This is an optimization exercise on Yosys and OpenROAD, whose aim is small area, not a production implementation.
Only simulation tests tie the RTL to the original design; equivalence was not proved.
Power and IR drop assume default switching activity.

==> flow/design.v (excerpt) <==
module top (
    input clk,
    input rst,
    input rx,
    input [3:0] sw_mode,
    input btn_L, btn_R, btn_D, btn_U,
    input echo,
    input dht_in,
    output dht_oe,
    output dht_drv,
    output trig,
    output tx,
    output [3:0] fndCom,
    output [7:0] fndFont
);
export LEC_CHECK = 0
export CAP_MARGIN = 20
export CORE_MARGIN = 2
export CORE_UTILIZATION = 40
export SLEW_MARGIN = 20
create_clock -name core_clock -period 110.0 [get_ports {clk}]
standard.sh (not shown) runs the stock make flow with config.mk's settings and CLKGATE_MAP_FILE= SYNTH_SCRIPT=/design/flow/synth_recipe.tcl, a recipe that flattens the netlist after the stock synthesis.
==> flow/flow/run.sh <==
#!/bin/bash
# Standard synthesis; then the combinational logic between the (untouched) registers is
# re-mapped by ABC with area-oriented scripts (the smallest result is kept); then the
# standard layout steps, with small port buffers and a clock tree of clkbuf_8 buffers
# without dummy loads.
set -euo pipefail
W=$(pwd)
R=$W/orfs/results/$FLOW_PLATFORM/top/base
L=$W/orfs/logs/$FLOW_PLATFORM/top/base
LIB=$FLOW_HOME/platforms/$FLOW_PLATFORM/lib/sky130_fd_sc_hd__tt_025C_1v80.lib

bash standard.sh synth > $W/std_synth.log 2>&1

yosys -p "read_liberty -ignore_miss_func $LIB; write_verilog -noattr $W/cells_all.v" > $W/cells.log 2>&1
python3 $W/flow/comb.py $W/cells_all.v $W/comb_cells.v
DU=$(grep -o -- '-dont_use [A-Za-z0-9_]*' $L/1_2_yosys.log | sort -u | tr '\n' ' ')
cp $R/1_2_yosys.v $W/std_1_2_yosys.v

resyn() {
  yosys -p "read_liberty -lib $LIB; read_verilog $W/std_1_2_yosys.v; hierarchy -top $FLOW_TOP; \
    techmap -map $W/comb_cells.v; techmap; opt -purge; \
    abc -liberty $LIB $DU -script $W/flow/resyn_$1.abc; \
    splitnets; opt_clean -purge; \
    hilomap -singleton -hicell sky130_fd_sc_hd__conb_1 HI -locell sky130_fd_sc_hd__conb_1 LO; \
    insbuf -buf sky130_fd_sc_hd__buf_1 A X; opt_clean -purge; \
    stat -liberty $LIB; write_verilog -noattr -nohex -nodec $W/resyn_$1.v" > $W/resyn_$1.log 2>&1
}
resyn a
best=""; besta=""
for k in a; do
  a=$(grep "Chip area for module" $W/resyn_$k.log | tail -1 | awk '{print $NF}')
  echo "resyn $k: $a" >> $W/resyn_pick.log
  if [[ -n "$a" ]] && { [[ -z "$besta" ]] || python3 -c "import sys; sys.exit(0 if float('$a') < float('$besta') else 1)"; }; then
    best=$k; besta=$a
  fi
done
echo "picked $best ($besta)" >> $W/resyn_pick.log
cp $W/resyn_$best.v $R/1_2_yosys.v
rm -f $R/1_synth.odb $R/1_synth.sdc

export BUFFER_PORTS_ARGS="-buffer_cell sky130_fd_sc_hd__buf_1"
export CTS_ARGS="-sink_clustering_enable -repair_clock_nets -dont_use_dummy_load -buf_list sky130_fd_sc_hd__clkbuf_4 -sink_clustering_size 8 -sink_clustering_max_diameter 40"
bash standard.sh > $W/std_finish.log 2>&1
Other scripts of this flow, unchanged in this note and not shown: flow/flow/comb.py, flow/flow/resyn_a.abc
The first run passed the timing, DRC and antenna checks.
Edit:
--- a/flow/flow/run.sh
+++ b/flow/flow/run.sh
@@ -42 +42 @@
-export CTS_ARGS="-sink_clustering_enable -repair_clock_nets -dont_use_dummy_load -buf_list sky130_fd_sc_hd__clkbuf_4 -sink_clustering_size 8 -sink_clustering_max_diameter 40"
+export CTS_ARGS="-sink_clustering_enable -repair_clock_nets -dont_use_dummy_load -buf_list sky130_fd_sc_hd__clkbuf_16 -sink_clustering_size 30 -sink_clustering_max_diameter 80"
Outcome:
- total power rose by 3.6%
- register-to-register slack improved by 0.16 ns
- die area is unchanged
- via count falls by 1.4%
- combinational power hardly moves
- non-clock buffer count does not change
- cell count goes down by 1.5%
- worst setup slack improved by 0.064 ns
- sequential share of layout area fell by 0.23 points
- sequential power is about the same


Another version of the RTL of top (not shown whole).
Size: ~29 I/O pins, ~16000 um2 of cells after synthesis.
==> flow/design.v (excerpt) <==
module top (
    input clk,
    input rst,
    input rx,
    input [3:0] sw_mode,
    input btn_L, btn_R, btn_D, btn_U,
    input echo,
    input dht_in,
    output dht_oe,
    output dht_drv,
    output trig,
    output tx,
    output [3:0] fndCom,
    output [7:0] fndFont
);
==> flow/config.mk <==
export PLATFORM = sky130hd
export DESIGN_NAME = top
export DESIGN_NICKNAME = top
export VERILOG_FILES = /design/flow/design.v
export SDC_FILE = /design/flow/constraint.sdc
export NUM_CORES = 4
export LEC_CHECK = 0
export CAP_MARGIN = 20
export CORE_MARGIN = 2
export CORE_UTILIZATION = 40
export SLEW_MARGIN = 20
==> flow/constraint.sdc <==
create_clock -name core_clock -period 110.0 [get_ports {clk}]
set_input_delay 22.0000 -clock core_clock [delete_from_list [all_inputs] [get_ports {clk}]]
set_output_delay 22.0000 -clock core_clock [all_outputs]
set_load 0.01 [all_outputs]
==> flow/flow/run.sh <==
#!/bin/bash
# Standard synthesis, then the combinational logic between the (untouched) registers is
# re-mapped by ABC with an area-oriented script; then the standard layout steps.
set -euo pipefail
W=$(pwd)
R=$W/orfs/results/$FLOW_PLATFORM/top/base
L=$W/orfs/logs/$FLOW_PLATFORM/top/base
LIB=$FLOW_HOME/platforms/$FLOW_PLATFORM/lib/sky130_fd_sc_hd__tt_025C_1v80.lib

bash standard.sh synth > $W/std_synth.log 2>&1

yosys -p "read_liberty -ignore_miss_func $LIB; write_verilog -noattr $W/cells_all.v" > $W/cells.log 2>&1
python3 $W/flow/comb.py $W/cells_all.v $W/comb_cells.v
DU=$(grep -o -- '-dont_use [A-Za-z0-9_]*' $L/1_2_yosys.log | sort -u | tr '\n' ' ')
cp $R/1_2_yosys.v $W/std_1_2_yosys.v
yosys -p "read_liberty -lib $LIB; read_verilog $W/std_1_2_yosys.v; hierarchy -top $FLOW_TOP; \
  techmap -map $W/comb_cells.v; techmap; opt -purge; \
  abc -liberty $LIB $DU -script $W/flow/resyn.abc; \
  splitnets; opt_clean -purge; \
  hilomap -singleton -hicell sky130_fd_sc_hd__conb_1 HI -locell sky130_fd_sc_hd__conb_1 LO; \
  insbuf -buf sky130_fd_sc_hd__buf_4 A X; opt_clean -purge; \
  stat -liberty $LIB; write_verilog -noattr -nohex -nodec $W/resyn.v" > $W/resyn.log 2>&1
cp $W/resyn.v $R/1_2_yosys.v
rm -f $R/1_synth.odb $R/1_synth.sdc
# Small port buffers; a clock tree of clkbuf_8 buffers without dummy loads.

export BUFFER_PORTS_ARGS="-buffer_cell sky130_fd_sc_hd__buf_2"
export CTS_ARGS="-sink_clustering_enable -repair_clock_nets -dont_use_dummy_load -buf_list sky130_fd_sc_hd__clkbuf_8"
bash standard.sh > $W/std_finish.log 2>&1
==> flow/flow/comb.py <==
# Keep the combinational cell models (no state) from a Yosys dump of the liberty file,
# to map the standard synthesis's gates back to logic for re-mapping.
import re, sys
s = open(sys.argv[1]).read()
keep = [b for b, n in re.findall(r'(module (\S+?)\(.*?endmodule)', s, re.S)
        if 'always' not in b and ' reg ' not in b]
open(sys.argv[2], 'w').write('\n\n'.join(keep) + '\n')
==> flow/flow/resyn.abc <==
strash
ifraig
dc2
dch -f
amap
mfs2 -a
strash
dc2
dch -f
amap
mfs2 -a
strash
dc2
dch -f
amap
mfs2 -a
strash
dch -f
amap
mfs2 -a
strash
dch -f
amap
topo
The starting point finished clean.
Next try:
--- a/flow/flow/run.sh
+++ b/flow/flow/run.sh
@@ -23,7 +23,7 @@
 cp $W/resyn.v $R/1_2_yosys.v
 rm -f $R/1_synth.odb $R/1_synth.sdc
-# Small port buffers; a clock tree of clkbuf_8 buffers without dummy loads.
+# Small port buffers; a clock tree of clkbuf_8 buffers in clusters of up to 20, without dummy loads.
 
-export BUFFER_PORTS_ARGS="-buffer_cell sky130_fd_sc_hd__buf_2"
-export CTS_ARGS="-sink_clustering_enable -repair_clock_nets -dont_use_dummy_load -buf_list sky130_fd_sc_hd__clkbuf_8"
+export BUFFER_PORTS_ARGS="-buffer_cell sky130_fd_sc_hd__buf_1"
+export CTS_ARGS="-sink_clustering_enable -repair_clock_nets -dont_use_dummy_load -buf_list sky130_fd_sc_hd__clkbuf_8 -sink_clustering_size 20 -sink_clustering_max_diameter 60"
 bash standard.sh > $W/std_finish.log 2>&1
What happened: Synthesized cell count stays the same; critical path depth came out higher by 1; routed wire length came out lower slightly; synthesized area stays the same; count of clock-buffer cells in the layout came out lower by 27.

-- what the ideal ports hide --
How much do the figures lean on ideal ports? The routed layouts below were timed once more, with nothing changed but the port constraints.
Step 1, drivers: a clkbuf_16 drives clk and a buf_2 each remaining input, both assumed.
Step 2, shift: input delay + t, output delay - t, t = (earliest + latest rising clock arrival at the registers) / 2. This alone moves slack from input paths to output paths.
Slacks: ideal / step 1 / step 2; pairs: ideal / step 1.
run | t, ns | slack for setup (ns) | hold WS [ns]
the first run of note 1 | 0.815 | 61.836 / 61.810 / 61.810 | 0.417 / 0.417 / 0.417
the second run of note 1 | 0.582 | 61.900 / 61.874 / 61.874 | 0.363 / 0.363 / 0.363
the first run of note 2 | 0.676 | 61.964 / 61.940 / 61.940 | 0.424 / 0.424 / 0.424
the second run of note 2 | 0.664 | 62.146 / 62.123 / 62.123 | 0.422 / 0.422 / 0.422
After both steps setup and hold are still met in every run listed.
